This is an optimization exercise on Yosys and OpenROAD, whose aim is small area and a short achievable clock period, not a production implementation. At most, simulation tests tie the RTL to the original design; equivalence was not proved.

==> job 2010 <==
// top
module top (
    input clk,
    input rst_n,
    input vld_in,
    input [31:0] x,
    output reg vld_out,
    output reg [16:0] y
);
Settings: LEC_CHECK=0, CAP_MARGIN=20, CORE_MARGIN=2, CORE_UTILIZATION=60, CTS_BUF_LIST=sky130_fd_sc_hd__clkbuf_8, CTS_CLUSTER_DIAMETER=50, CTS_CLUSTER_SIZE=16, SLEW_MARGIN=20; clock period 10.0 ns.
standard.sh (not shown) runs the stock make flow with config.mk's settings and CLKGATE_MAP_FILE= SYNTH_SCRIPT=/design/flow/synth_recipe.tcl, a recipe that flattens the netlist after the stock synthesis.
==> flow/flow/run.sh <==
#!/bin/bash
# Standard ORFS layout, with the port buffers made from buf_2 cells instead of
# the flow's default choice (a slow clkdlybuf4s50_1 delay cell).
set -euo pipefail
export BUFFER_PORTS_ARGS="-buffer_cell sky130_fd_sc_hd__buf_2"
bash standard.sh > standard_flow.log 2>&1
==> job 1174: changes against job 2010 <==
==> flow/flow/run.sh (replaced) <==
#!/bin/bash
# Standard ORFS layout with two changes: the port buffers are buf_2 cells
# instead of the flow's default choice (a slow clkdlybuf4s50_1 delay cell), and
# clock tree synthesis inserts no dummy balancing loads.
set -euo pipefail
export BUFFER_PORTS_ARGS="-buffer_cell sky130_fd_sc_hd__buf_2"
export CTS_ARGS="-sink_clustering_enable -repair_clock_nets -sink_clustering_size 16 -sink_clustering_max_diameter 50 -buf_list sky130_fd_sc_hd__clkbuf_8 -dont_use_dummy_load"
bash standard.sh > standard_flow.log 2>&1
- CTS_BUF_LIST: sky130_fd_sc_hd__clkbuf_8 -> not set
- CTS_CLUSTER_DIAMETER: 50 -> not set
- CTS_CLUSTER_SIZE: 16 -> not set
==> impl_metrics.ini <==
[outcome]
status = finished clean

[drt]
routed_wl_um = 20600

[layout]
drive_gt1_frac = 0.0879
the above is filed under job 1174

==> impl_metrics.ini <==
[outcome]
status = finished clean

[drt]
routed_wl_um = 20800

[layout]
drive_gt1_frac = 0.101
the above is filed under job 2010

No run of this note included a check of the RTL's function; only the layout flow was run.

========
==> inputs of job 7908 <==
top, a different RTL version from the one above (not shown whole).
Settings: LEC_CHECK=0, CAP_MARGIN=20, CORE_MARGIN=2, CORE_UTILIZATION=40, CTS_BUF_LIST=sky130_fd_sc_hd__clkbuf_8, CTS_CLUSTER_DIAMETER=50, CTS_CLUSTER_SIZE=16, SLEW_MARGIN=20; clock period 10.0 ns.
run.sh (not shown) runs the stock make flow with config.mk's settings and CLKGATE_MAP_FILE= SYNTH_SCRIPT=/design/flow/synth_recipe.tcl, a recipe that flattens the netlist after the stock synthesis.
Stock flow here: none of the scripts above is used.
==> job 1798: changes against job 7908 <==
--- a/flow/design.v
+++ b/flow/design.v
@@ -10,52 +10,52 @@
     wire [1:0] s1_0_r = s1_0_sum[1:0];
     wire [0:0] s1_0_q = ~s1_0_sum[2];
     wire s1_1_s = ~s1_0_q[0];
     wire [3:0] s1_1_sum = {s1_0_r, x[29:28]} + {~s1_1_s, s1_0_q ^ {1{~s1_1_s}}, 2'b11};
     wire [2:0] s1_1_r = s1_1_sum[2:0];
     wire [1:0] s1_1_q = {s1_0_q, ~s1_1_sum[3]};
+    wire s1_2_s = ~s1_1_q[0];
+    wire [4:0] s1_2_sum = {s1_1_r, x[27:26]} + {~s1_2_s, s1_1_q ^ {2{~s1_2_s}}, 2'b11};
+    wire [3:0] s1_2_r = s1_2_sum[3:0];
+    wire [2:0] s1_2_q = {s1_1_q, ~s1_2_sum[4]};
     reg v1;
     always @(posedge clk or negedge rst_n)
         if (!rst_n) v1 <= 1'b0;
         else v1 <= vld_in;
-    reg [1:0] q1;
-    reg [2:0] r1;
-    reg [27:0] x1;
-    always @(posedge clk) begin
-        q1 <= s1_1_q;
-        r1 <= s1_1_r;
-        x1 <= x[27:0];
-    end
-    wire s2_2_s = ~q1[0];
-    wire [4:0] s2_2_sum = {r1, x1[27:26]} + {~s2_2_s, q1 ^ {2{~s2_2_s}}, 2'b11};
-    wire [3:0] s2_2_r = s2_2_sum[3:0];
-    wire [2:0] s2_2_q = {q1, ~s2_2_sum[4]};
-    wire s2_3_s = ~s2_2_q[0];
-    wire [5:0] s2_3_sum = {s2_2_r, x1[25:24]} + {~s2_3_s, s2_2_q ^ {3{~s2_3_s}}, 2'b11};
+    reg [2:0] q1;
+    reg [3:0] r1;
+    reg [25:0] x1;
+    always @(posedge clk) begin
+        q1 <= s1_2_q;
+        r1 <= s1_2_r;
+        x1 <= x[25:0];
+    end
+    wire s2_3_s = ~q1[0];
+    wire [5:0] s2_3_sum = {r1, x1[25:24]} + {~s2_3_s, q1 ^ {3{~s2_3_s}}, 2'b11};
     wire [4:0] s2_3_r = s2_3_sum[4:0];
-    wire [3:0] s2_3_q = {s2_2_q, ~s2_3_sum[5]};
+    wire [3:0] s2_3_q = {q1, ~s2_3_sum[5]};
+    wire s2_4_s = ~s2_3_q[0];
+    wire [6:0] s2_4_sum = {s2_3_r, x1[23:22]} + {~s2_4_s, s2_3_q ^ {4{~s2_4_s}}, 2'b11};
+    wire [5:0] s2_4_r = s2_4_sum[5:0];
+    wire [4:0] s2_4_q = {s2_3_q, ~s2_4_sum[6]};
     reg v2;
     always @(posedge clk or negedge rst_n)
         if (!rst_n) v2 <= 1'b0;
         else v2 <= v1;
-    reg [3:0] q2;
-    reg [4:0] r2;
-    reg [23:0] x2;
-    always @(posedge clk) begin
-        q2 <= s2_3_q;
-        r2 <= s2_3_r;
-        x2 <= x1[23:0];
-    end
-    wire s3_4_s = ~q2[0];
-    wire [6:0] s3_4_sum = {r2, x2[23:22]} + {~s3_4_s, q2 ^ {4{~s3_4_s}}, 2'b11};
-    wire [5:0] s3_4_r = s3_4_sum[5:0];
-    wire [4:0] s3_4_q = {q2, ~s3_4_sum[6]};
-    wire s3_5_s = ~s3_4_q[0];
-    wire [7:0] s3_5_sum = {s3_4_r, x2[21:20]} + {~s3_5_s, s3_4_q ^ {5{~s3_5_s}}, 2'b11};
+    reg [4:0] q2;
+    reg [5:0] r2;
+    reg [21:0] x2;
+    always @(posedge clk) begin
+        q2 <= s2_4_q;
+        r2 <= s2_4_r;
+        x2 <= x1[21:0];
+    end
+    wire s3_5_s = ~q2[0];
+    wire [7:0] s3_5_sum = {r2, x2[21:20]} + {~s3_5_s, q2 ^ {5{~s3_5_s}}, 2'b11};
     wire [6:0] s3_5_r = s3_5_sum[6:0];
-    wire [5:0] s3_5_q = {s3_4_q, ~s3_5_sum[7]};
+    wire [5:0] s3_5_q = {q2, ~s3_5_sum[7]};
     reg v3;
     always @(posedge clk or negedge rst_n)
         if (!rst_n) v3 <= 1'b0;
         else v3 <= v2;
     reg [5:0] q3;
     reg [6:0] r3;
==> flow/flow/run.sh (new file) <==
#!/bin/bash
# Standard ORFS layout, with the port buffers made from buf_2 cells instead of
# the flow's default choice (a slow clkdlybuf4s50_1 delay cell).
set -euo pipefail
export BUFFER_PORTS_ARGS="-buffer_cell sky130_fd_sc_hd__buf_2"
bash standard.sh > standard_flow.log 2>&1
==> flow/standard.sh (new file) <==
#!/bin/bash
# synth_recipe.tcl (not shown) runs the flow's synth.tcl, then flattens the netlist and writes it again
# the make line also repeats each setting of config.mk as NAME=value (left out here)
make -C /OpenROAD-flow-scripts/flow DESIGN_CONFIG=/design/flow/config.mk WORK_HOME=/design/flow/orfs CLKGATE_MAP_FILE= SYNTH_SCRIPT=/design/flow/synth_recipe.tcl "${@:-finish}"
removed: flow/run.sh
==> results.sh <==
export IMPL_area_share_nonclk_buffers=0.01410
export IMPL_slew_headroom=0.4376
export IMPL_status="no timing/DRC/antenna violations"
export IMPL_synthSimpleGateAreaFrac=0.06598
export IMPL_synth_compound_area_share=0.09274
export IMPL_dr_total_vias=8982
export IMPL_post_route_period_util=0.3110
export IMPL_multi_input_gates=779
export IMPL_tightest_slew_ps=842.5
export IMPL_crit_reg2reg_launch="q11[0]"
export IMPL_track_usage=0.1147
export IMPL_skew_ps=16.03
export IMPL_nNonClkBuffers=51
export IMPL_nets=1577
export IMPL_syn_inst=1347
The numbers above come from job 1798.

==> results.sh <==
export IMPL_status="no timing/DRC/antenna violations"
export IMPL_multi_input_gates=769
export IMPL_crit_reg2reg_launch="q2[0]"
export IMPL_tightest_slew_ps=888.5
export IMPL_synthSimpleGateAreaFrac=0.06223
export IMPL_nets=1584
export IMPL_post_route_period_util=0.3477
The numbers above come from job 7908.

Function not checked in job 7908: the RTL went through the layout flow alone.

## what the ideal ports hide
In the flow no input, the clock included, has a driving cell. The finished layouts below were timed again as built, in two steps.
Step 1: set_driving_cell puts a clkbuf_16 on clk and a buf_2 on each other input, an assumption about the parent block.
Step 2, shift: input delay + t, output delay - t, t = (earliest + latest rising clock arrival at the registers) / 2. This alone moves slack from input paths to output paths.
Slacks: no drivers / after step 1 / after step 2; pairs: no drivers / after step 1.
run | t (ns) | slack for setup (ns) | latest minus earliest clock arrival (ns)
job 2010 | 0.597 | 6.928 / 6.884 / 6.565 | 0.017 / 0.017
job 1174 | 0.587 | 6.930 / 6.886 / 6.547 | 0.036 / 0.037
job 7908 | 0.645 | 6.523 / 6.475 / 6.876 | 0.039 / 0.039
job 1798 | 0.643 | 6.890 / 6.840 / 6.489 | 0.025 / 0.026
After both steps every run listed still meets setup and hold. For job 1798, which loses most, drivers alone change the setup slack by -0.050 ns; drivers and shift together by -0.401 ns.
